What follows belongs to an exercise in optimizing a design on an open flow for small area, a short achievable clock period and few clock cycles per item; a production flow would make more cautious choices. The RTL of this run was laid out without a check of its function. Power figures rest on the tool's default switching activity, not on a simulated workload.

`design/flow/design.v`:
```
module ALU (
   input wire [31:0] A,
   input wire [31:0] B,
   input wire [ 2:0] alu_op,
   input wire [ 2:0] br_op,
   output reg [31:0] ALU_C,
   output reg        ALU_F
);
reg [31:0] sub_result;
always @(*) begin
   case (alu_op)
      3'b000: ALU_C = A + B;
      3'b001: ALU_C = A - B;
      3'b010: ALU_C = A & B;
      3'b011:  ALU_C = A | B;
      3'b100: ALU_C = A ^ B;
      3'b101: ALU_C = A << B[4:0];
      3'b110: ALU_C = A >> B[4:0];
      3'b111: ALU_C = $signed(A) >>> B[4:0];
      default: ALU_C = 0;
   endcase
end
always @(*) begin
   sub_result = A - B; 
   case (br_op)
      3'b111:
         ALU_F = 1'b0;
      3'b000:
         if (sub_result == 0)
            ALU_F = 1'b1;
         else
            ALU_F = 1'b0;
      3'b010:
         if ($signed(A) < $signed(B))
            ALU_F = 1'b1;
         else
            ALU_F = 1'b0;
      3'b001:
         if (sub_result != 0)
            ALU_F = 1'b1;
         else
            ALU_F = 1'b0;
      3'b011:
         if (!($signed(A) < $signed(B)))
            ALU_F = 1'b1;
         else
            ALU_F = 1'b0;
      default: ALU_F = 1'b0;
   endcase
end
endmodule   
module ALUB_MUX (
   input wire        alub_sel,
   input wire [31:0] rD2,
   input wire [31:0] ext,
   output reg [31:0] B
);
   always @(*) begin
      case (alub_sel)
         1'b0: B = rD2;
         1'b1: B = ext;
         default: B = rD2;
      endcase
   end
endmodule  
module Controller (
   input  wire [31:0] inst,
   output wire [ 2:0] sext_op,
   output wire [ 1:0] npc_op,
   output wire        ram_we,
   output wire [ 2:0] alu_op,
   output wire        alub_sel,
   output wire        rf_we,
   output wire [ 1:0] rf_wsel,
   output wire [ 2:0] br_op
);
   wire [6:0] opcode = inst[6:0];
   wire [2:0] funct3 = inst[14:12];
   wire [6:0] funct7 = inst[31:25];
   reg [16:0] ctrl_info;
   always @(*) begin
      case (opcode)
         7'b0110011:
            case (funct3)
               3'b000:
                  case (funct7)
                     7'b0000000: ctrl_info = 16'b111_00_0_000_0_1_00_111;      
                     7'b0100000: ctrl_info = 16'b111_00_0_001_0_1_00_111;      
                     default:    ctrl_info = 16'b111_00_0_000_0_0_00_111;     
                  endcase
               3'b111:  ctrl_info = 16'b111_00_0_010_0_1_00_111;      
               3'b110:  ctrl_info = 16'b111_00_0_011_0_1_00_111;      
               3'b100:  ctrl_info = 16'b111_00_0_100_0_1_00_111;      
               3'b001:  ctrl_info = 16'b111_00_0_101_0_1_00_111;      
               3'b101: 
                  case (funct7)
                     7'b0000000: ctrl_info = 16'b111_00_0_110_0_1_00_111;      
                     7'b0100000: ctrl_info = 16'b111_00_0_111_0_1_00_111;      
                     default:    ctrl_info = 16'b111_00_0_000_0_0_00_111;     
                  endcase
               default: ctrl_info = 16'b111_00_0_000_0_0_00_111;
            endcase
         7'b0010011:
            case (funct3)
               3'b000:  ctrl_info = 16'b000_00_0_000_1_1_00_111;      
               3'b111:  ctrl_info = 16'b000_00_0_010_1_1_00_111;      
               3'b110:  ctrl_info = 16'b000_00_0_011_1_1_00_111;      
               3'b100:  ctrl_info = 16'b000_00_0_100_1_1_00_111;      
               3'b001:  ctrl_info = 16'b000_00_0_101_1_1_00_111;      
               3'b101:
                  case(funct7)
                     7'b0000000:  ctrl_info = 16'b000_00_0_110_1_1_00_111;      
                     7'b0100000:  ctrl_info = 16'b000_00_0_111_1_1_00_111;      
                     default:     ctrl_info = 16'b111_00_0_000_0_0_00_111;     
                  endcase
               default: ctrl_info = 16'b111_00_0_000_0_0_00_111;    
            endcase
         7'b0000011: ctrl_info = 16'b000_00_0_000_1_1_01_111;   
         7'b1100111: ctrl_info = 16'b000_11_0_000_0_1_10_111;     
         7'b0100011: ctrl_info = 16'b001_00_1_000_1_0_10_111;     
         7'b1100011: 
            case (funct3)
               3'b000:  ctrl_info = 16'b010_10_0_000_0_0_00_000;      
               3'b001:  ctrl_info = 16'b010_10_0_000_0_0_00_001;      
               3'b100:  ctrl_info = 16'b010_10_0_000_0_0_00_010;      
               3'b101:  ctrl_info = 16'b010_10_0_000_0_0_00_011;      
               default: ctrl_info = 16'b111_00_0_000_0_0_00_111;     
            endcase
         7'b0110111: ctrl_info = 16'b011_00_0_000_0_1_11_111;    
         7'b1101111: ctrl_info = 16'b100_01_0_000_0_1_10_111;    
         default:   ctrl_info = 16'b111_00_0_000_0_0_00_111;   
      endcase
   end
   assign sext_op  = ctrl_info[15:13];
   assign npc_op   = ctrl_info[12:11];
   assign ram_we   = ctrl_info[10];
   assign alu_op   = ctrl_info[9:7];
   assign alub_sel = ctrl_info[6];
   assign rf_we    = ctrl_info[5];
   assign rf_wsel  = ctrl_info[4:3];
   assign br_op    = ctrl_info[2:0];
endmodule   
module NPC (
   input wire [31:0] pc,
   input wire [ 1:0] op,
   input wire [31:0] baseadr,
   input wire [31:0] offset,
   input wire        br,
   output reg [31:0] npc,
   output reg [31:0] pc4
);
   always @(*) begin
      case (op)
         2'b00:   npc = pc + 4;
         2'b01:   npc = pc + offset;
         2'b10:    if (br) begin
                        npc = pc + offset;
                     end 
                     else npc = pc + 4;
         2'b11:  npc = baseadr + offset;
         default:    npc = 32'h00000000;
      endcase
   end
   always @(*) begin
      pc4 = pc + 4;
   end
endmodule   
module PC (
   input wire        cpu_rst,
   input wire        cpu_clk,
   input wire [31:0] din,
   output reg [31:0] pc
);
   always @(posedge cpu_clk or posedge cpu_rst) begin
      if (cpu_rst) begin
         pc <= 32'h00000000;
      end else pc <= din;
   end
endmodule   
module RF (
   input  wire        cpu_clk,
   input  wire        cpu_rst,
   input  wire [ 4:0] rR1,    
   input  wire [ 4:0] rR2,    
   input  wire [ 4:0] wR,     
   input  wire        we,     
   input  wire [31:0] wD,     
   output reg  [31:0] rD1,    
   output reg  [31:0] rD2     
);
   reg [31:0] registers [31:0];    
   integer i;
   always @(posedge cpu_clk) begin
      if (cpu_rst) begin
         for (i = 0; i < 32; i = i + 1) begin
            registers[i] <= 0;
         end
      end
      if (we) begin
         if (wR == 0) begin
            registers[wR] <= 0;
         end
         else registers[wR] <= wD;
      end
   end
   always @(*) begin
      rD1 = registers[rR1];
      rD2 = registers[rR2];
   end
endmodule   
module RF_MUX (
   input wire [ 1:0] rf_wsel,
   input wire [31:0] pc4,
   input wire [31:0] ext,
   input wire [31:0] ALU_C,
   input wire [31:0] rdo,
   output reg [31:0] wD
);
   always @(*) begin
      case (rf_wsel)
         2'b00: wD = ALU_C;
         2'b01: wD = rdo;
         2'b10: wD = pc4;
         2'b11: wD = ext;
         default: wD = 32'h00000000;
      endcase
   end
endmodule   
module SEXT (
   input wire [ 2:0] op,
   input wire [24:0] din,
   output reg [31:0] ext
);
   always @(*) begin
      case (op)
         3'b000: ext = {(din[24]? 20'hFFFFF : 20'h00000), din[24:13]};
         3'b001: ext = {(din[24]? 20'hFFFFF : 20'h00000), din[24:18], din[4:0]};
         3'b010: ext = {(din[24]? 20'hFFFFF : 20'h00000), din[0], din[23:18], din[4:1], 1'b0};
         3'b011: ext = {din[24:5], 12'h000};
         3'b100: ext = {(din[24]? 12'hFFF : 12'h000), din[12:5], din[13], din[23:14], 1'b0};
         default: ext = 32'h00000000;
      endcase
   end
endmodule  
`timescale 1ns / 1ps
module myCPU (
    input  wire         cpu_rst,
    input  wire         cpu_clk,
    output wire [15:0]  inst_addr,
    input  wire [31:0]  inst
    ,
    output wire [31:0] ram_addr,
    input  wire [31:0] ram_rdata,
    output wire        ram_wen,
    output wire [31:0] ram_wdata,
    output reg         debug_wb_have_inst,
    output reg [31:0]  debug_wb_pc,
    output reg         debug_wb_ena,
    output reg [ 4:0]  debug_wb_reg,
    output reg [31:0]  debug_wb_value
);
    wire [31:0] npc_out;
    wire [31:0] pc_out;
    wire [31:0] pc4;
    wire [2:0] sext_op;
    wire [1:0] npc_op;
    wire ram_we;
    wire [2:0] alu_op;
    wire alub_sel;
    wire rf_we;
    wire [1:0] rf_wsel;
    wire [2:0] br_op;
    wire [31:0] ALU_C;
    wire ALU_F;
    wire [31:0] B;
    wire [31:0] ext;
    wire [24:0] sext_din = inst[31:7];
    wire [4:0] rR1 = inst[19:15];
    wire [4:0] rR2 = inst[24:20];
    wire [4:0] wR  = inst[11:7];
    wire [31:0] wD;
    wire [31:0] rD1;
    wire [31:0] rD2;
    wire [31:0] rdo = ram_rdata;
    assign ram_addr = ALU_C;
    assign ram_wen = ram_we;
    assign ram_wdata = rD2;
    assign inst_addr = pc_out[17:2]; 
    PC pc_inst (
        .cpu_rst(cpu_rst),
        .cpu_clk(cpu_clk),
        .din(npc_out),
        .pc(pc_out)
    );
    NPC npc_inst (
        .pc(pc_out),
        .op(npc_op),
        .baseadr(rD1),
        .offset(ext),
        .br(ALU_F),
        .npc(npc_out),
        .pc4(pc4)
    );
    SEXT sext_inst (
        .op(sext_op),
        .din(sext_din),
        .ext(ext)
    );
    RF rf_inst (
        .cpu_clk(cpu_clk),
        .cpu_rst(cpu_rst),
        .rR1(rR1),
        .rR2(rR2),
        .wR(wR),
        .we(rf_we),
        .wD(wD),
        .rD1(rD1),
        .rD2(rD2)
    );
    RF_MUX rf_mux_inst (
        .rf_wsel(rf_wsel),
        .pc4(pc4),
        .ext(ext),
        .ALU_C(ALU_C),
        .rdo(rdo),
        .wD(wD)
    );
    ALU alu_inst (
        .A(rD1),
        .B(B),
        .alu_op(alu_op),
        .br_op(br_op),
        .ALU_C(ALU_C),
        .ALU_F(ALU_F)
    );
    ALUB_MUX alub_mux_inst (
        .alub_sel(alub_sel),
        .rD2(rD2),
        .ext(ext),
        .B(B)
    );
    Controller controller_inst (
        .inst(inst),
        .sext_op(sext_op),
        .npc_op(npc_op),
        .ram_we(ram_we),
        .alu_op(alu_op),
        .alub_sel(alub_sel),
        .rf_we(rf_we),
        .rf_wsel(rf_wsel),
        .br_op(br_op)
    );
    always @(posedge cpu_clk) begin
        debug_wb_have_inst <= 1'b1 ;
        debug_wb_pc        <= pc_out ;
        debug_wb_ena       <= rf_we ;
        debug_wb_reg       <= inst[11:7] ;
        debug_wb_value     <= wD;
    end
endmodule
```
`design/flow/run.sh`:
```
#!/bin/bash
# synth_recipe.tcl (not shown) runs the flow's synth.tcl, then flattens the netlist and writes it again
# the make line also repeats each setting of config.mk as NAME=value (left out here)
make -C /OpenROAD-flow-scripts/flow DESIGN_CONFIG=/design/flow/config.mk WORK_HOME=/design/flow/orfs CLKGATE_MAP_FILE= SYNTH_SCRIPT=/design/flow/synth_recipe.tcl finish
```
`design/flow/config.mk`:
```
export PLATFORM = sky130hd
export DESIGN_NAME = myCPU
export DESIGN_NICKNAME = myCPU
export VERILOG_FILES = /design/flow/design.v
export SDC_FILE = /design/flow/constraint.sdc
export NUM_CORES = 4
export LEC_CHECK = 0
export CAP_MARGIN = 20
export CORE_MARGIN = 2
export CORE_UTILIZATION = 40
export SLEW_MARGIN = 20
```
`design/flow/constraint.sdc`:
```
create_clock -name core_clock -period 20.0 [get_ports {cpu_clk}]
set_input_delay 4.0000 -clock core_clock [delete_from_list [all_inputs] [get_ports {cpu_clk}]]
set_output_delay 4.0000 -clock core_clock [all_outputs]
set_load 0.01 [all_outputs]
```
==> impl_metrics.ini <==
[status]
status = timing/DRC/antenna clean

[placement]
gp_congestion = 0.982
hpwl_um = 204000
io_buffers = 216
dpl.cell_count = 8466
place_ws_ps = 3510

[timing]
final_max_slew_viol_count = 0
setup_viol = 0
tns_ps = 0
finalHoldViolations = 0
finalClockSkew_ps = 60.7
fin_crit_ps = 16860
max_freq_ghz = 0.0593
rsz0062_at_grt = no
fin_crit_sh = 0.843
worst_slew_pin_slew_ps = 1180
holdWs_ps = 450
maxSlewHeadroom = 0.211
layout_setup_ws_ps = 3140

[synth]
ys_ff_latch = 1126
synth_edf_count = 1024
avgSynthCellArea_um2 = 11.1
synthDistinctLibCells = 107
syn_inst = 6253
ys.flop_type = edfxtp_1
synth_area_mm2 = 0.0696
synth_warnings = 9
yosysMostFrequentCell = nor2_1
seq_area_frac_synth = 0.474
synth_commonest_cells = 1142 x nor2_1, 1024 x edfxtp_1, 544 x mux2i_1
ys_async_sr_fraction = 0.0284
synth_top_area_share = 0.442
synth_top_cells_by_area = edfxtp_1 44%, mux4_2 11%, mux2i_1 7.8%
synth_top_area_cell = edfxtp_1

[layout]
largest_reg_flops = 1024
drive_gt1_frac = 0.150
final_cells = 8704
syn_to_final_growth_pct = 12.9
largest_register = rf_inst.registers
fin_nets = 6505

[floorplanning]
num_rows = 153
die_h_um = 421
ioPinCount = 218
start_util = 0.401
core_area_mm2 = 0.173
fp.dieW_um = 421
dieArea_mm2 = 0.177

[setup_path]
crit_top_cell = o21ai_0
crit_family = compound AO/OA/AOI/OAI gates
worstSetupPathType = in2out
crit_slowest_cell = clkdlybuf4s50_1
start_kind = input pin
cp.required_ps = 16000
critPathCaptureType = primary output
critical_path_peak_fanout = 43
critPathArrivalTime_ps = 12860
path_buf_inv = 4
path_cells = clkdlybuf4s50_1 -> nor2b_1 -> or3_1 -> a32oi_2 -> a311o_2 -> o31ai_4 -> buf_4 -> inv_2 -> ha_1 -> fa_1 -> nor2b_1 -> o21ai_0 -> nand3_1 -> a221o_1 -> a221oi_1 -> o21ai_0 -> a22oi_1 -> o31a_1 -> nor2_1 -> o21ai_0 -> o2111ai_1 -> clkdlybuf4s50_1
cpPeakStageDelay_ps = 920

[cts]
clock_latency_ps = 850
cts.sinks = 1126
cts_resized = 0
clk_path_buf_depth = 3
tritoncts = built
htreeDepth = 4
clkTransAtPathRegs_ps = 50
cts_buffers = 130
cts_root_buf = clkbuf_16
post_cts_buffers = 0
postCtsHoldBufs = 0

[global_routing]
grt_antenna_before_repair = 11
grt_first_pass_wirelength_um = 442000
grt-ovfl-total = 0
grt_pass1_vias = 56344
grt_use_total = 0.352
grt_max_degree = 109

[worst_hold_path]
hold_path.class = reg2reg

[route]
antenna_left = 0
via_per_inst = 6.78
dr.first_iter.drc_count = 10417
vias = 58981
wl_um = 322000
drt_pre_antenna_iters = 6
drt-wirelength-per-cell_um = 37.0
drc_errors = 0

[pwr]
seqPwrFrac = 0.369
p_comb_frac = 0.320
irDropWorstVdd_mv = 0.0636
clkPwrFrac = 0.311
p_leak_nw = 30.0
power.internal_mw = 4.89
p_switching_mw = 2.83
netSwitchingFraction = 0.367
p_per_area_mw_per_mm2 = 98.3

[job]
drv_cap = 0
cell usage in the layout, fill, tap and decap left out, types with 139 or more instances in the layout:
cell type        instances
nand3_1                139
edfxtp_1              1024
mux4_2                 352
nor3_1                 153
mux2i_1                543
ha_1                   160
o21ai_0                178
clkdlybuf4s50_1        208
nand2_1                308
a21oi_1                233
buf_4                  197
nor2_1                1136
power groups by stage:
stage               Combinational (mW)  Clock [mW]  Sequential [mW]
floorplan                         1.36           0             2.87
global placement                  2.37           0             2.89
detailed placement                2.37           0             2.90
CTS                               2.38        2.41             2.85
global route                      2.55        2.49             2.86
finish                            2.47        2.40             2.85
per-stage QoR:
stage,total power [mW],area [um^2],util
floorplan,4.23,69700,-
global placement,5.26,74300,0.428
detailed placement,5.26,74300,0.428
CTS,7.64,78500,0.452
global route,7.91,78500,0.453
finish,7.72,78500,0.453
worst reg2reg max path, delay by kind of cell, from the launching register on:
kind	cells	cell delay, ps
flip-flops	1	420
adder cells (fa/ha/maj)	2	960
AO/OA/AOI/OAI	9	3020
AND/OR/NAND/NOR	6	1970
XOR/XNOR	1	150
buffers and inverters	2	1130
multiplexers	2	770
worst paths after layout:
kind	from	endpoint	slack, ps	cells past startpoint
hold reg to reg	pc_inst.pc[28]	debug_wb_pc[28]	450	0
min in group asynchronous	cpu_rst	pc_inst.pc[7]	4490	3
max in group asynchronous	cpu_rst	pc_inst.pc[31]	14920	3
setup / recovery	inst[14]	ram_addr[26]	3140	22
setup reg to reg	rf_inst.registers[13][0]	pc_inst.pc[1]	11430	22
hold / removal	pc_inst.pc[28]	debug_wb_pc[28]	450	0
layer usage:
layer / global-route usage / vias to the layer above / wire length [um]
met2: 0.536 / 5057 / 141000
met4: 0.216 / 16 / 23700
li1: - / 23549 / -
met1: 0.443 / 29190 / 113000
met3: 0.101 / 1169 / 43200
met5: 0 / - / 110
layout make-up:
class / count / area, um^2
multi-input combinational: 4457 / 34200
inverter: 143 / 538
clock buffer: 175 / 3570
clock inverter: 59 / 619
sequential: 1126 / 33000
antenna: 2 / 5.00
fill: 16020 / 94900
tap: 2325 / 2910
timing repair buffer: 417 / 3770
cells by family (layout without fill, tap and decap cells):
family,count (synthesis),in the layout,share of synthesized area
and+or+nand+nor,2076,2076,0.129
DFF,1126,1126,0.474
AOI/OAI and AO/OA,1115,1115,0.108
muxes,945,945,0.200
buffers and inverters,701,794,0.0433
adders and majority gates,164,164,0.0299
xor gates and xnor gates,124,124,0.0156
other,2,35,0.000108

==> what the ideal ports hide <==
How much do the figures lean on ideal ports? The routed layout below was timed once more, with nothing changed but the port constraints. Step 1 (the two cells are an assumption about what drives the block):
set clk [get_ports {cpu_clk}]
set_driving_cell -lib_cell sky130_fd_sc_hd__clkbuf_16 $clk
set_driving_cell -lib_cell sky130_fd_sc_hd__buf_2 [delete_from_list [all_inputs] $clk]
Step 2 times the ports against the registers' clock, not the clock port: input delays grow and output delays shrink by t, the midpoint of the rising clock arrivals with the driver on. a / b / c = no drivers / after step 1 / after step 2; a / b = the first two.
shift t [ns]: 0.905
setup slack, ns: 3.139 / 3.109 / 3.109
hold WS [ns]: 0.450 / 0.450 / 0.450
slew at the worst register clock pin (ns): 0.11 / 0.11
After both steps setup and hold are still met in this run. For this run, drivers alone change the setup slack by -0.030 ns; drivers and shift together by -0.030 ns.
